What follows belongs to an exercise in optimizing a design on an open flow for small area and a short achievable clock period; a production flow would make more cautious choices. Function was checked by simulation only, so behaviour that the tests miss may differ from the original. In every run shown here, the design's own scripts or RTL, not TritonCTS, make the clock network. The clock port is modelled as an ideal driver, which makes a skipped or thinned clock tree look cheaper than it is; a real chip needs a root buffer or a tree. Power figures rest on the tool's default switching activity, not on a simulated workload.

==> flow/design.v (outline; a module is shown in full before it is edited, if it fits) <==
// module matrix_alu: 2159 lines
// module fa: 4 lines
// module ha: 4 lines
// module xor2m: 3 lines
// module xnor2m: 3 lines
// module or2m: 3 lines
// module ao22m: 3 lines
// module aoi21m: 3 lines
// module add8: 13 lines
module matrix_alu (
    input  wire         clk,
    input  wire         resetn,
    input  wire [31:0]  A,
    input  wire [31:0]  B,
    input  wire [1:0]   op,
    output wire [127:0] C
);
  // ...
==> flow/flow/run.sh <==
#!/bin/bash
# Own layout flow: the standard ORFS flow (standard synthesis unchanged),
# with small, fast port buffers (buf_2 instead of the default delay buffer),
# after CTS a one-level clock tree (flow/clock_tree.tcl), and clock nets
# routed on met3 and up.
set -euo pipefail
bash standard.sh BUFFER_PORTS_ARGS="-buffer_cell sky130_fd_sc_hd__buf_2" \
  POST_CTS_TCL="$PWD/flow/clock_tree.tcl" MIN_CLK_ROUTING_LAYER=met3 \
  finish > orfs_flow.log 2>&1
==> flow/flow/clock_tree.tcl <==
# POST_CTS hook: replace the clock tree that CTS built with a single level of
# buffers: the clock port drives NBUF clkbuf_16 cells, each placed at the
# centre of its group of registers and driving that group directly. Every
# register gets the same one-buffer clock path, so the tree adds less
# insertion delay than the two-level tree.
set nbuf 4
if { [info exists ::env(CLK_NBUF)] } { set nbuf $::env(CLK_NBUF) }
set levels 1
if { [info exists ::env(CLK_LEVELS)] } { set levels $::env(CLK_LEVELS) }
set block [ord::get_db_block]
set clk_port_net [[$block findBTerm clk] getNet]

# registers: every instance with a CLK pin
set sinks {}
foreach inst [$block getInsts] {
  set it [$inst findITerm CLK]
  if { $it != "NULL" && $it != "" } { lappend sinks $it }
}
# old tree: clock nets other than the port net, and the cells driving them
set old_insts {}
set old_nets {}
foreach net [$block getNets] {
  if { [$net getSigType] != "CLOCK" } { continue }
  if { $net == $clk_port_net } { continue }
  lappend old_nets $net
}
foreach net $old_nets {
  foreach it [$net getITerms] {
    set inst [$it getInst]
    if { [[$inst getMaster] getName] ne "" && [$inst findITerm CLK] == "NULL" } {
      if { [lsearch $old_insts $inst] < 0 } { lappend old_insts $inst }
    }
  }
}
foreach it [$clk_port_net getITerms] {
  set inst [$it getInst]
  if { [$inst findITerm CLK] == "NULL" && [lsearch $old_insts $inst] < 0 } { lappend old_insts $inst }
}
puts "clock_tree: [llength $sinks] registers, removing [llength $old_insts] cells and [llength $old_nets] nets"
foreach it $sinks { $it disconnect }
foreach inst $old_insts { odb::dbInst_destroy $inst }
foreach net $old_nets { odb::dbNet_destroy $net }

# group registers by x into nbuf equal slices, sorted by x then y
set pts {}
foreach it $sinks {
  set bb [[$it getInst] getBBox]
  lappend pts [list [expr {([$bb xMin] + [$bb xMax]) / 2}] [expr {([$bb yMin] + [$bb yMax]) / 2}] $it]
}
# recursive bisection: split each group in half along its wider side
proc split_groups { pts parts } {
  if { $parts <= 1 } { return [list $pts] }
  set xs {}; set ys {}
  foreach p $pts { lappend xs [lindex $p 0]; lappend ys [lindex $p 1] }
  set xs [lsort -integer $xs]; set ys [lsort -integer $ys]
  set dx [expr { [lindex $xs end] - [lindex $xs 0] }]
  set dy [expr { [lindex $ys end] - [lindex $ys 0] }]
  set idx [expr { $dx >= $dy ? 0 : 1 }]
  set pts [lsort -integer -index $idx $pts]
  set h [expr { [llength $pts] / 2 }]
  set k [expr { $parts / 2 }]
  return [concat [split_groups [lrange $pts 0 [expr {$h - 1}]] $k] \
                 [split_groups [lrange $pts $h end] $k]]
}
set groups [split_groups $pts $nbuf]
set master [[ord::get_db] findMaster sky130_fd_sc_hd__clkbuf_16]
# nleaf groups of registers, each driven by a leaf buffer at its centre;
# with two levels, the port drives nbuf buffers that each drive
# nleaf/nbuf leaf buffers
set nleaf [expr { $nbuf * $levels }]
set groups [split_groups $pts $nleaf]
set leaves {}
set g 0
foreach grp $groups {
  set sx 0; set sy 0
  foreach p $grp { incr sx [lindex $p 0]; incr sy [lindex $p 1] }
  set cx [expr { $sx / [llength $grp] }]
  set cy [expr { $sy / [llength $grp] }]
  set inst [odb::dbInst_create $block $master clkbuf_leaf_$g]
  $inst setLocation $cx $cy
  $inst setPlacementStatus PLACED
  set net [odb::dbNet_create $block clknet_leaf_$g]
  $net setSigType CLOCK
  [$inst findITerm X] connect $net
  foreach p $grp { [lindex $p 2] connect $net }
  lappend leaves [list $cx $cy $inst]
  incr g
}
if { $levels == 1 } {
  foreach l $leaves { [[lindex $l 2] findITerm A] connect $clk_port_net }
} else {
  set g 0
  foreach grp [split_groups $leaves $nbuf] {
    set sx 0; set sy 0
    foreach p $grp { incr sx [lindex $p 0]; incr sy [lindex $p 1] }
    set inst [odb::dbInst_create $block $master clkbuf_root_$g]
    $inst setLocation [expr { $sx / [llength $grp] }] [expr { $sy / [llength $grp] }]
    $inst setPlacementStatus PLACED
    set net [odb::dbNet_create $block clknet_root_$g]
    $net setSigType CLOCK
    [$inst findITerm A] connect $clk_port_net
    [$inst findITerm X] connect $net
    foreach p $grp { [[lindex $p 2] findITerm A] connect $net }
    incr g
  }
}
detailed_placement
check_placement -verbose
estimate_parasitics -placement
global_connect
report_clock_skew
report_worst_slack
report_check_types -max_slew -max_capacitance
==> flow/standard.sh <==
#!/bin/bash
# synth_recipe.tcl (not shown) runs the flow's synth.tcl, then flattens the netlist and writes it again
# the make line also repeats each setting of config.mk as NAME=value (left out here)
make -C /OpenROAD-flow-scripts/flow DESIGN_CONFIG=/design/flow/config.mk WORK_HOME=/design/flow/orfs CLKGATE_MAP_FILE= SYNTH_SCRIPT=/design/flow/synth_recipe.tcl "${@:-finish}"
==> flow/config.mk <==
export PLATFORM = sky130hd
export DESIGN_NAME = matrix_alu
export DESIGN_NICKNAME = matrix_alu
export VERILOG_FILES = /design/flow/design.v
export SDC_FILE = /design/flow/constraint.sdc
export NUM_CORES = 4
export LEC_CHECK = 0
export CAP_MARGIN = 20
export CORE_MARGIN = 2
export CORE_UTILIZATION = 65
export SETUP_SLACK_MARGIN = 1.2
export SLEW_MARGIN = 20
export SYNTH_HIERARCHICAL = 1
export SYNTH_MINIMUM_KEEP_SIZE = 0
==> flow/constraint.sdc <==
create_clock -name core_clock -period 6.5 [get_ports {clk}]
set_input_delay 1.3000 -clock core_clock [delete_from_list [all_inputs] [get_ports {clk}]]
set_output_delay 1.3000 -clock core_clock [all_outputs]
set_load 0.01 [all_outputs]
==> flow_metrics.tcl, run 1 <==
set metrics [dict create \
    largestClassByArea "multi-input combinational cells" \
    synth_area_leaders "a22o_1 (17%), dfxtp_1 (16%), fa_1 (14%), a21oi_1 (10%), xnor2_1 (9.0%)" \
    ys_types 52 \
    synth_mux_area_share_pct 0 \
    path_max_fanout 13 \
    grt_pass1_wl_mm 81.7 \
    leakage_uw 0.00659 \
    seq_power_uw 1020 \
    timing.final.ws_setup_ns 1.32 \
    drv_cap 0 \
    io_buffers 195 \
    layout.cells.non_filler 2185 \
    switching_power_uw 1810 \
    yosys_warnings 12 \
    finalCriticalPeriod_ns 5.18 \
    status "timing/DRC/antenna clean" \
    synth_simple_gate_area_share_pct 11.6 \
    slowest_stage "fa_1" \
    antenna_found_initial 1 \
    fin_setup_tns_ns 0 \
    multi_input_area_um2 11000 \
    synthArstFlopShare_pct 3.57 \
    nets 2103 \
    antenna_cells 1 \
    synthFlopType "dfxtp_1" \
    wl_met3_mm 8.40 \
    wl_mm 54.6 \
    fp-row-count 53 \
    p_int_uw 1970 \
    finalHoldViolations 0 \
    synth_top_area_share_pct 17.2 \
    place_congestion 1.02 \
    use_met3_pct 15.6 \
    grt_max_degree 66 \
    place_area_um2 15300 \
    top_register "t_q" \
    reg_top3 "t_q: 32 flops, a_q: 28 flops" \
    start_util_pct 66.0 \
    synthXorXnorAreaFrac_pct 14.7 \
    cp.required_ns 5.20 \
]
==> inputs of run 2 (changes only) <==
--- a/flow/config.mk
+++ b/flow/config.mk
@@ -8,7 +8,7 @@
 export CAP_MARGIN = 20
 export CORE_MARGIN = 2
 export CORE_UTILIZATION = 65
-export SETUP_SLACK_MARGIN = 1.2
+export SETUP_SLACK_MARGIN = 1.4
 export SLEW_MARGIN = 20
 export SYNTH_HIERARCHICAL = 1
 export SYNTH_MINIMUM_KEEP_SIZE = 0
==> run 2 against run 1 <==
Compared with the run above:
- still clean on timing, DRC and antenna
- area after synthesis unchanged
- routed wire length increased by 5.3%
- sequential power about the same
- die area unchanged
- clock power increased by 3%
- critical path depth unchanged
- critical endpoint is now C[7]
- largest cell class unchanged
- highest routed layer is now met5
==> flow_metrics.tcl, run 2 <==
set metrics [dict create \
    drc_errors 0 \
    synthArstFlopShare_pct 3.57 \
    drt_first_pass_iters 13 \
    cpPeakStageDelay_ns 0.51 \
    core_area_um2 21000 \
    fin_setup_tns_ns 0 \
    layout-drive-gt1-share_pct 24.2 \
    crit_type "flop to primary output" \
    grt_max_degree 66 \
    cp.required_ns 5.20 \
    dieArea_um2 22500 \
    final_cell_mix "a22o_1 (272), a21oi_1 (252), buf_2 (196)" \
    area_growth_pct 19.5 \
    ant_nets 0 \
    fmaxAchievable_ghz 0.196 \
    status "timing/DRC/antenna clean" \
    crit_path_start_kind "flop" \
    peakVddDrop_uv 240 \
    vias_per_cell 7.22 \
    synthXorXnorAreaFrac_pct 14.7 \
    yosys_warnings 12 \
    finalCriticalPeriod_ns 5.10 \
    vias 16200 \
    setup-violations-final 0 \
    p_total_uw 3990 \
    synth.avg_cell_area_um2 8.05 \
    io_pins 196 \
    grt_pass1_vias 15500 \
    grt_use_total_pct 49.5 \
    synth_simple_gate_area_share_pct 11.6 \
    cp_top_family "adder cells" \
    clock_sinks 112 \
    synth_top_area_share_pct 17.2 \
    rsz0062_at_grt "yes" \
    io_buffers 195 \
    synth-edff-count 0 \
    grt_pass1_wl_mm 85.4 \
    fp-row-count 53 \
    dp_hpwl_mm 38.3 \
    hold_path.class "primary input to asynchronous set/reset pin" \
    fill_cells 1507 \
    slew_viol_final 0 \
    path_max_fanout 6 \
    largest_register_ffs 32 \
    yosysTopAreaCell "a22o_1" \
    yosysMostFrequentCell "a21oi_1" \
    drt_iter0_drc 2899 \
    synth-seq-cells 112 \
    synth_commonest_cells "a21oi_1 (277), a22o_1 (272), xnor2_1 (142)" \
    relSlewSlack_pct 29.2 \
    start_util_pct 66.0 \
    synth_area_leaders "a22o_1 (17%), dfxtp_1 (16%), fa_1 (14%), a21oi_1 (10%), xnor2_1 (9.0%)" \
    leakage_uw 0.00699 \
    syn_area_um2 13800 \
    ys_seq_area_share_pct 16.4 \
    clk_pin_slew_ns 0.12 \
    overflow 0 \
    synth-adder-area-share_pct 16.7 \
    final_common_cell "a22o_1" \
    antenna_found_initial 3 \
    nets 2167 \
    top_register "t_q" \
    chipHeight_um 150 \
    wire_per_inst_um 25.5 \
    ys_types 52 \
    synthFlopType "dfxtp_1" \
    cp.arrival_ns 3.80 \
    synthCells 1718 \
    place_congestion 1.02 \
    die_w_um 150 \
    finalHoldViolations 0 \
    cp_cell_sequence "buf_8 -> buf_4 -> a22o_1 -> a21oi_2 -> fa_1 -> fa_1 -> or2_1 -> xor2_2 -> xnor2_2 -> xnor2_2 -> a22o_1 -> xor2_1 -> xor2_1 -> buf_2" \
    tightestPinTransition_ns 1.06 \
    crit_buf_inv 3 \
    reg_top3 "t_q: 32 flops, a_q: 28 flops" \
    min_period_over_period_pct 78.4 \
    wl_mm 57.5 \
    synth_mux_area_share_pct 0 \
    power_density_nw_per_um2 241 \
    synth_top_family_by_area "compound AO/OA/AOI/OAI gates" \
    drv_cap 0 \
    syn_nets 1910 \
    synth_compound_area_share_pct 36.6 \
    end_kind "primary output" \
    slowest_stage "fa_1" \
]
## run 2: cell counts after synthesis
Identical to the previous run, type by type.
## run 2: final timing paths
path	startpoint	end	slack [ns]	depth (start not counted)
setup / recovery	d2_q[1][0]	C[7]	1.40	14
hold / removal	resetn	sub_q	0.89	1
min in group core_clock	A[31]	a_q[0][7]	1.23	1
max in group asynchronous	resetn	as_q	5.48	1
## run 2: where the power goes
group	internal [µW]	leakage, µW	total [µW]	switching [µW]
sequential	754	0.000976	1010	255
combinational	1220	0.00597	2680	1460
clock	115	0.0000493	304	189
## run 2: layout make-up
class                   instances  area, µm²  area share (%)
plain buffers                   4        100           0.606
multi-input cells            1470      11200            67.7
repair buffers                348       2300            13.9
well taps                     275        344            2.08
flip-flops and latches        112       2430            14.7
diodes                          1       2.50          0.0151
inverters                      39        151           0.916
## run 2: cell families (layout without fill, tap and decap cells)
group / after synthesis / after routing
compound gates: 758 / 758
other cells: 0 / 1
flops: 112 / 112
xor+xnor: 232 / 232
fa+ha+maj: 124 / 124
simple gates: 356 / 356
buf+inv: 136 / 391
## run 2: layer usage
layer | routed length [µm] | vias to the layer above | track usage, %
li1 | - | 6717 | -
met1 | 19300 | 7463 | 60.7
met2 | 23600 | 1568 | 71.4
met3 | 9630 | 475 | 18.9
met4 | 4790 | 6 | 32.9
met5 | 191 | - | 6.36
## run 2: per-stage QoR
| stage | instances | setup slack, ns | util [%] | hold WS, ns | instance area [µm²] |
|---|---|---|---|---|---|
| 2_1_floorplan | 1718 | 1.48 | - | 1.00 | 13800 |
| 3_3_place_gp | 2171 | 1.19 | 73.1 | 1.11 | 15300 |
| 3_5_place_dp | 2171 | 1.11 | 73.1 | 1.11 | 15300 |
| 5_1_grt | 2248 | 1.34 | 78.8 | 0.901 | 16500 |
| 6_report | 2249 | 1.40 | 78.8 | 0.894 | 16500 |
## run 2: modules after synthesis, one instance, submodules excluded
| module | cells | times used |
|---|---|---|
| matrix_alu | 1206 | 1 |
| fa | 1 | 96 |
| ao22m | 1 | 256 |
| xnor2m | 1 | 48 |
| xor2m | 1 | 64 |
| or2m | 1 | 48 |
==> inputs of run 3 (changes only) <==
--- a/flow/config.mk
+++ b/flow/config.mk
@@ -8,7 +8,7 @@
 export CAP_MARGIN = 20
 export CORE_MARGIN = 2
 export CORE_UTILIZATION = 65
-export SETUP_SLACK_MARGIN = 1.4
+export SETUP_SLACK_MARGIN = 1.6
 export SLEW_MARGIN = 20
 export SYNTH_HIERARCHICAL = 1
 export SYNTH_MINIMUM_KEEP_SIZE = 0
==> run 3 against run 2 <==
Compared with the run above:
- worst hold slack got worse by 0.0021 ns
- synthesized cell count did not move
- maximum frequency rose by 0.50%
- sequential share of layout area fell by 0.22 points
- area after synthesis did not move
- clock power barely moved
- total power rose by 3.1%
- routed wire length rose by 1.8%
- utilization rose by 2.1 points
- design area rose by 2.7%
==> flow_metrics.tcl, run 3 <==
set metrics [dict create \
    grt_pass1_vias 15300 \
    fmaxAchievable_ghz 0.197 \
    peakVddDrop_uv 202 \
    largest_register_ffs 32 \
    cpPeakStageDelay_ns 0.58 \
    clk_pin_slew_ns 0.12 \
    ant_nets 0 \
    synth_area_leaders "a22o_1 (17%), dfxtp_1 (16%), fa_1 (14%), a21oi_1 (10%), xnor2_1 (9.0%)" \
    chipHeight_um 150 \
    hold_path.class "primary input to asynchronous set/reset pin" \
    leakage_uw 0.00717 \
    synth-seq-cells 112 \
    drt_first_pass_iters 12 \
    use_met1_pct 62.1 \
    use_met3_pct 23.5 \
    vias_per_cell 7.20 \
    core_area_um2 21000 \
    path_max_fanout 12 \
    synth_top_area_share_pct 17.2 \
    cp_cell_sequence "a21oi_1 -> or2_1 -> fa_1 -> or2_1 -> fa_2 -> o21ai_1 -> xor2_2 -> or3_1 -> o21ai_0 -> a31oi_1 -> xor2_1 -> buf_2" \
    relSlewSlack_pct 31.9 \
    grt_busiest_layer "met2" \
    tightestPinTransition_ns 1.02 \
    final_common_cell "a22o_1" \
    layout.cells.non_filler 2269 \
    synth_commonest_cells "a21oi_1 (277), a22o_1 (272), xnor2_1 (142)" \
    status "timing/DRC/antenna clean" \
    synth-edff-count 0 \
    ys_seq_area_share_pct 16.4 \
    ys_types 52 \
    crit_type "flop to primary output" \
    dp_hpwl_mm 36.9 \
    io_pins 196 \
    io_buffers 195 \
    layout-drive-gt1-share_pct 26.3 \
    yosysMostFrequentCell "a21oi_1" \
    synthFlopType "dfxtp_1" \
    wire_per_inst_um 25.8 \
    setup-violations-final 0 \
    slowest_stage "dfxtp_2" \
    vias 16300 \
    overflow 0 \
    drv_cap 0 \
    drc_errors 0 \
    cp_common_cell "or2_1" \
    cp_top_family "simple AND/OR/NAND/NOR gates" \
    grt_pass1_wl_mm 86.4 \
    drt_iter0_drc 2933 \
    wl_mm 58.5 \
    synthCells 1718 \
    final_cell_mix "a22o_1 (272), a21oi_1 (244), buf_2 (195)" \
    yosysTopAreaCell "a22o_1" \
    syn_area_um2 13800 \
    grt_util_met2_pct 70.8 \
    yosys_warnings 12 \
    start_util_pct 66.0 \
    dieArea_um2 22500 \
    cp.required_ns 5.20 \
    die_w_um 150 \
    finalHoldViolations 0 \
    cp.arrival_ns 3.77 \
    grt_max_degree 66 \
    dp_cells 2162 \
    end_kind "primary output" \
    crit_path_start_kind "flop" \
    synth.avg_cell_area_um2 8.05 \
    nets 2186 \
    crit_buf_inv 1 \
    slew_viol_final 0 \
    top_register "t_q" \
    area_growth_pct 22.7 \
    clock_sinks 112 \
    min_period_over_period_pct 78.0 \
    antenna_found_initial 3 \
    power_density_nw_per_um2 242 \
    place_congestion 1.00 \
    fin_setup_tns_ns 0 \
    reg_top3 "t_q: 32 flops, a_q: 28 flops" \
    finalCriticalPeriod_ns 5.07 \
    fp-row-count 53 \
    grt_use_total_pct 50.5 \
    syn_nets 1910 \
    synthArstFlopShare_pct 3.57 \
    rsz0062_at_grt "yes" \
]
==> run 3: layout make-up <==
type,count,area (µm²)
inverters,39,151
fillers,1447,3990
multi-input cells,1470,11300
flip-flops and latches,112,2460
plain buffers,4,100
well taps,275,344
repair buffers,367,2590
diodes,2,5.00
==> run 3: stage by stage <==
stage | setup WS, ns | utilization (%) | hold slack (ns) | power, µW | instance area, µm²
finish | 1.43 | 80.9 | 0.892 | 4110 | 17000
floorplan | 1.60 | - | 1.00 | 2580 | 13800
global placement | 1.23 | 72.9 | 1.11 | 3300 | 15300
detailed placement | 1.15 | 72.9 | 1.11 | 3350 | 15300
global route | 1.29 | 80.9 | 0.901 | 4290 | 17000
==> run 3: path summary, 6_finish.rpt <==
path	start	to	slack (ns)	depth (start not counted)
min in group core_clock	A[0]	t_q[3][0]	1.23	1
max in group asynchronous	resetn	kro_q	5.50	1
worst min-delay path	resetn	sub_q	0.89	1
worst max-delay path	t_q[3][2]	C[15]	1.43	12
==> run 3: kinds of logic after synthesis <==
group           Yosys count  share of synthesized area, %
compound gates          758                          36.6
xor+xnor                232                          14.7
fa+ha+maj               124                          16.7
buf+inv                 136                          4.15
flops                   112                          16.4
simple gates            356                          11.6
==> run 3: routing by layer <==
layer	share of wire [%]	wire, µm
met5	0.022	13
met1	34	19700
met4	9.2	5370
met3	18	10500
met2	39	23000
==> run 3: modules after synthesis (local to each module, per instance) <==
module	flops+latches	area (µm²)	cells	times used
fa	0	20.0	1	96
ao22m	0	8.76	1	256
or2m	0	6.26	1	48
xor2m	0	8.76	1	64
xnor2m	0	8.76	1	48
matrix_alu	112	8380	1206	1
==> run 3: where the power goes <==
group | switching [µW] | internal, µW
registers | 270 | 753
clock network | 187 | 115
logic | 1510 | 1280
==> inputs of run 4 (changes only) <==
--- a/flow/config.mk
+++ b/flow/config.mk
@@ -8,7 +8,7 @@
 export CAP_MARGIN = 20
 export CORE_MARGIN = 2
 export CORE_UTILIZATION = 65
-export SETUP_SLACK_MARGIN = 1.6
+export SETUP_SLACK_MARGIN = 1.3
 export SLEW_MARGIN = 20
 export SYNTH_HIERARCHICAL = 1
 export SYNTH_MINIMUM_KEEP_SIZE = 0
==> run 4 against run 3 <==
Compared with the run above:
- still clean on timing, DRC and antenna
- die area stayed put
- critical path depth shrank 2
- sequential share of layout area rose by 0.34 points
- maximum frequency down 1.2%
- sequential cell count unchanged
- synthesized cell count unchanged
- utilization decreased by 4.0 points
- worst hold slack better by 0.0057 ns
- cell count shrank 2.1%
- routed wire length fell by 4.5%
- area after synthesis is the same
- largest cell class unchanged
- highest routed layer unchanged
==> flow_metrics.tcl, run 4 <==
set metrics [dict create \
    synthCells 1718 \
    cp.arrival_ns 3.84 \
    power_density_nw_per_um2 242 \
    chipHeight_um 150 \
    synth_commonest_cells "a21oi_1 (277), a22o_1 (272), xnor2_1 (142)" \
    top_register "t_q" \
    finalCriticalPeriod_ns 5.14 \
    grt_max_degree 66 \
    slowest_stage "dfrtp_1" \
    cp_cell_sequence "buf_4 -> o21ai_0 -> o221ai_2 -> xor2_1 -> and3_1 -> a222oi_1 -> inv_1 -> a21o_1 -> xor2_1 -> buf_2" \
    fp-row-count 53 \
    status "timing/DRC/antenna clean" \
    syn_nets 1910 \
    vias_per_cell 7.21 \
    final_cell_mix "a22o_1 (272), a21oi_1 (268), buf_2 (195)" \
    crit_buf_inv 3 \
    wire_per_inst_um 25.2 \
    fin_setup_tns_ns 0 \
    largest_register_ffs 32 \
    setup-violations-final 0 \
    overflow 0 \
    wl_mm 55.9 \
    hold_ws_ns 0.897 \
    fill_cells 1610 \
    cp_common_cell "xor2_1" \
    yosysTopAreaCell "a22o_1" \
    rsz0062_at_grt "yes" \
    ys_types 52 \
    grt_use_total_pct 47.9 \
    finalHoldViolations 0 \
    start_util_pct 66.0 \
    yosys_warnings 12 \
    timing.final.ws_setup_ns 1.36 \
    antenna_found_initial 2 \
    end_kind "primary output" \
    cp.required_ns 5.20 \
    final_common_cell "a22o_1" \
    ys_seq_area_share_pct 16.4 \
    tightestPinTransition_ns 1.02 \
    synth-edff-count 0 \
    synth_area_leaders "a22o_1 (17%), dfxtp_1 (16%), fa_1 (14%), a21oi_1 (10%), xnor2_1 (9.0%)" \
    place_area_um2 15300 \
    dp_hpwl_mm 38.3 \
    postLayoutCellArea_um2 16100 \
    grt_pass1_vias 15100 \
    synthArstFlopShare_pct 3.57 \
    synth_top_area_share_pct 17.2 \
    io_buffers 195 \
    cpPeakStageDelay_ns 0.95 \
    core_area_um2 21000 \
    drt_iter0_drc 3011 \
    relSlewSlack_pct 31.7 \
    ant_nets 0 \
    fmaxAchievable_ghz 0.195 \
    peakVddDrop_uv 230 \
    io_pins 196 \
    grt_pass1_wl_mm 82.8 \
    layout-drive-gt1-share_pct 21.4 \
    drc_errors 0 \
    slew_viol_final 0 \
    pre_cts_ws_ns 1.11 \
    leakage_uw 0.00681 \
    vias 16000 \
    yosysMostFrequentCell "a21oi_1" \
    hold_path.class "primary input to asynchronous set/reset pin" \
    drt_first_pass_iters 10 \
    synth.avg_cell_area_um2 8.05 \
    drv_cap 0 \
    clk_pin_slew_ns 0.12 \
    crit_path_start_kind "flop" \
    min_period_over_period_pct 79.0 \
    path_max_fanout 39 \
    crit_type "flop to primary output" \
    area_growth_pct 16.6 \
    synth-seq-cells 112 \
    place_congestion 1.02 \
    reg_top3 "t_q: 32 flops, a_q: 28 flops" \
    cp_top_family "compound AO/OA/AOI/OAI gates" \
    syn_area_um2 13800 \
    clock_sinks 112 \
    die_w_um 150 \
    nets 2139 \
    cp.depth 10 \
    synthFlopType "dfxtp_1" \
    dieArea_um2 22500 \
]
run 4: cell types whose count changed in the layout (fill, tap and decap cells not counted), sizes merged:
cell and delta:
diode -1, bufbuf -3, buf -44
run 4: kinds of logic after synthesis:
logic type	Yosys count	synth area share, %
adders and majority gates	124	16.7
and+or+nand+nor	356	11.6
buffers and inverters	136	4.15
xor gates and xnor gates	232	14.7
DFF	112	16.4
AOI/OAI and AO/OA	758	36.6
run 4: area by class of cell:
cell class	count	area (µm²)	share of cell area, %
Antenna cell	1	2.50	0.0155
Multi-Input combinational cell	1470	11100	68.7
Sequential cell	112	2390	14.8
Inverter	39	151	0.939
Tap cell	275	344	2.13
Timing Repair Buffer	320	2050	12.7
Buffer	4	100	0.621
run 4: metal layers:
layer	track usage [%]	part of all wire, %	vias up
li1	-	-	6659
met1	60.4	34	7373
met2	69.5	41	1503
met3	16.6	16	471
met4	30.2	8.3	2
met5	3.18	0.17	-
run 4: modules after synthesis (local to each module, per instance):
module	area, µm²	times used	flip-flops and latches	cells
matrix_alu	8380	1	112	1206
xnor2m	8.76	48	0	1
ao22m	8.76	256	0	1
or2m	6.26	48	0	1
xor2m	8.76	64	0	1
fa	20.0	96	0	1
run 4: final timing paths:
path | start | endpoint | slack [ns]
worst max-delay path | as_q | C[21] | 1.36
worst min-delay path | resetn | sub_q | 0.90
max in group asynchronous | resetn | as_q | 5.48
min in group core_clock | A[31] | a_q[0][7] | 1.23
run 4: power breakdown:
group	switching (µW)	total, µW	leakage, µW	internal, µW
Sequential	258	1010	0.000973	755
Clock	184	299	0.0000493	115
Combinational	1410	2590	0.00579	1180
Total	1850	3900	0.00681	2050
run 4: metrics by stage:
stage	total power [µW]	util, %	std cells
after floorplan	2580	-	1718
after global placement	3300	73.1	2171
after detailed placement	3350	73.1	2171
after global routing	4090	76.9	2220
final	3900	76.9	2221
==> inputs of run 5 (changes only) <==
==> flow/flow/run.sh (replaced) <==
#!/bin/bash
# Own layout flow: the standard ORFS flow (standard synthesis unchanged),
# with small, fast port buffers (buf_1 instead of the default delay buffer),
# after CTS a one-level clock tree (flow/clock_tree.tcl), and clock nets
# routed on met3 and up.
set -euo pipefail
bash standard.sh BUFFER_PORTS_ARGS="-buffer_cell sky130_fd_sc_hd__buf_1" \
  POST_CTS_TCL="$PWD/flow/clock_tree.tcl" MIN_CLK_ROUTING_LAYER=met3 \
  finish > orfs_flow.log 2>&1
--- a/flow/config.mk
+++ b/flow/config.mk
@@ -8,7 +8,7 @@
 export CAP_MARGIN = 20
 export CORE_MARGIN = 2
 export CORE_UTILIZATION = 65
-export SETUP_SLACK_MARGIN = 1.3
+export SETUP_SLACK_MARGIN = 1.0
 export SLEW_MARGIN = 20
 export SYNTH_HIERARCHICAL = 1
 export SYNTH_MINIMUM_KEEP_SIZE = 0
==> run 5 against run 4 <==
Compared with the run above:
- critical path depth up 3
- sequential share of layout area up 0.32 points
- critical endpoint is now C[23]
- area after synthesis unchanged
- routed wire length down 5.1%
- highest routed layer unchanged
- worst hold slack better by 0.018 ns
- design area down 5.0%
- cell count down 1.9%
==> flow_metrics.tcl, run 5 <==
set metrics [dict create \
    fill_cells 1722 \
    hold_ws_ns 0.915 \
    finalHoldViolations 0 \
    synth_commonest_cells "a21oi_1 (277), a22o_1 (272), xnor2_1 (142)" \
    grt_pass1_wl_mm 79.5 \
    vias_per_cell 6.98 \
    wire_per_inst_um 24.4 \
    synthCells 1718 \
    fmaxAchievable_ghz 0.184 \
    status "timing/DRC/antenna clean" \
    grt_pass1_vias 14100 \
    chipHeight_um 150 \
    peakVddDrop_uv 205 \
    yosys_warnings 12 \
    largest_register_ffs 32 \
    drc_errors 0 \
    io_buffers 195 \
    finalCriticalPeriod_ns 5.43 \
    drt_first_pass_iters 8 \
    place_congestion 1.04 \
    wl_mm 53.0 \
    nets 2097 \
    vias 15200 \
    antenna_found_initial 1 \
    cp.required_ns 5.20 \
    synthArstFlopShare_pct 3.57 \
    clk_pin_slew_ns 0.12 \
    ys_seq_area_share_pct 16.4 \
    die_w_um 150 \
    ys_types 52 \
    cp_cell_sequence "a21oi_1 -> or2_1 -> fa_1 -> or2_1 -> fa_1 -> a2bb2oi_1 -> inv_1 -> xor2_1 -> o21ai_0 -> a22oi_2 -> a22o_1 -> xor2_1 -> buf_1" \
    area_growth_pct 10.8 \
    dp_hpwl_mm 37.9 \
    final_cell_mix "a21oi_1 (277), a22o_1 (272), buf_1 (195)" \
    top_register "t_q" \
    path_max_fanout 12 \
    io_pins 196 \
    place_area_um2 15100 \
    crit_type "flop to primary output" \
    ant_nets 0 \
    layout-drive-gt1-share_pct 7.25 \
    reg_top3 "t_q: 32 flops, a_q: 28 flops" \
    hold_path.class "primary input to asynchronous set/reset pin" \
    grt_max_degree 66 \
    dieArea_um2 22500 \
    yosysMostFrequentCell "a21oi_1" \
    crit_path_start_kind "flop" \
    start_util_pct 66.0 \
    syn_area_um2 13800 \
    antenna_cells 0 \
    yosysTopAreaCell "a22o_1" \
    min_period_over_period_pct 83.5 \
    synth-edff-count 0 \
    synthFlopType "dfxtp_1" \
    slew_viol_final 0 \
    drv_cap 0 \
    postLayoutCellArea_um2 15300 \
    synth.avg_cell_area_um2 8.05 \
    p_total_uw 3680 \
    leakage_uw 0.00587 \
    rsz0062_at_grt "yes" \
    core_area_um2 21000 \
    setup-violations-final 0 \
    end_kind "primary output" \
    fin_util_pct 73.1 \
    drt_iter0_drc 2252 \
    fin_setup_tns_ns 0 \
    overflow 0 \
    tightestPinTransition_ns 1.03 \
    clock_sinks 112 \
    grt_use_total_pct 46.2 \
    cp.arrival_ns 4.13 \
    cpPeakStageDelay_ns 0.74 \
    power_density_nw_per_um2 240 \
    syn_nets 1910 \
    synth_area_leaders "a22o_1 (17%), dfxtp_1 (16%), fa_1 (14%), a21oi_1 (10%), xnor2_1 (9.0%)" \
    relSlewSlack_pct 31.5 \
    synth-seq-cells 112 \
    slowest_stage "dfxtp_1" \
    synth_top_area_share_pct 17.2 \
    final_common_cell "a21oi_1" \
    fp-row-count 53 \
]
run 5: changes by cell type in the layout (fill, tap and decap cells not counted), moves of 8 or more:
cell,before,now
dfxtp_4,24,8
buf_6,14,6
buf_4,105,76
dfxtp_2,32,24
a21oi_1,268,277
buf_2,195,0
buf_1,0,195
a21oi_2,9,0
dfxtp_1,52,76
run 5: power breakdown:
group / internal [µW] / switching, µW / total [µW] / leakage, µW
clock: 115 / 189 / 303 / 0.0000493
combinational: 1020 / 1350 / 2380 / 0.00486
sequential: 755 / 245 / 1000 / 0.000964
total: 1890 / 1790 / 3680 / 0.00587
run 5: layout make-up:
class                      count  area, µm²  area share [%]
inverter                      39        151           0.988
tap                          275        344            2.25
timing repair buffer         278       1390            9.07
buffer                         4        100           0.653
multi-input combinational   1470      11000            71.9
sequential                   112       2320            15.2
run 5: worst paths after layout:
| check | depth (start not counted) | to | slack [ns] | startpoint |
|---|---|---|---|---|
| setup / recovery | 13 | C[23] | 1.07 | t_q[0][2] |
| max in group asynchronous | 1 | sub_q | 5.41 | resetn |
| hold / removal | 1 | kro_q | 0.92 | resetn |
| min in group core_clock | 1 | t_q[3][0] | 1.24 | A[0] |
run 5: metrics by stage:
step           setup WS (ns)  cells
2_1_floorplan           1.48   1718
3_3_place_gp            1.20   2171
3_5_place_dp            1.15   2171
5_1_grt                0.993   2178
6_report                1.07   2178
run 5: cells by family after synthesis:
family	count (synthesis)	synth area share (%)
AO/OA/AOI/OAI	758	36.6
XOR/XNOR	232	14.7
adder cells (fa/ha/maj)	124	16.7
buffers and inverters	136	4.15
flip-flops	112	16.4
AND/OR/NAND/NOR	356	11.6
run 5: Yosys stat by module, one instance, submodules excluded:
module | cell area (µm²) | copies in the design | cells inside | flops+latches
xor2m | 8.76 | 64 | 1 | 0
fa | 20.0 | 96 | 1 | 0
matrix_alu | 8380 | 1 | 1206 | 112
xnor2m | 8.76 | 48 | 1 | 0
or2m | 6.26 | 48 | 1 | 0
ao22m | 8.76 | 256 | 1 | 0
run 5: critical path: cells and delay by family, from the launching register on:
kind,cells,cell delay (ns)
flops,1,0.74
xor+xnor,2,0.37
simple gates,2,0.52
fa+ha+maj,2,0.96
compound gates,5,1.07
buf+inv,2,0.29
run 5: routing by layer:
layer  vias up  share of wire (%)  track usage (%)
met5         -              0.023                0
met4         2                6.4             24.7
met3       296                 15             14.8
met2      1291                 42             68.1
met1      7039                 36             60.3
li1       6575                  -                -

[static timing again, ports no longer ideal]
The flow's constraints put no driver on any port. The routed layouts listed below were extracted and timed again, unchanged, in two steps.
Step 1 assumes that a clkbuf_16 drives the clock port and a buf_2 every other input.
Step 2 moves the port delays by t, midway between the first and last clock arrival at a register: inputs arrive t later, outputs are due t later. That takes back most of the time a late clock gives input paths.
Slacks: no drivers / after step 1 / after step 2; pairs: no drivers / after step 1.
run	t, ns	setup WS [ns]	clock arrival spread, ns	slew at the worst register clock pin (ns)	cell pins on the clock port's net
run 1	0.268	1.317 / 1.217 / 1.484	0.023 / 0.023	0.12 / 0.12	4
run 2	0.274	1.402 / 1.298 / 1.573	0.025 / 0.025	0.12 / 0.12	4
run 3	0.270	1.427 / 1.328 / 1.598	0.025 / 0.025	0.12 / 0.12	4
run 4	0.270	1.364 / 1.262 / 1.532	0.024 / 0.024	0.12 / 0.12	4
run 5	0.270	1.073 / 0.974 / 1.244	0.027 / 0.027	0.12 / 0.12	4
After both steps setup and hold are still met in every run listed.
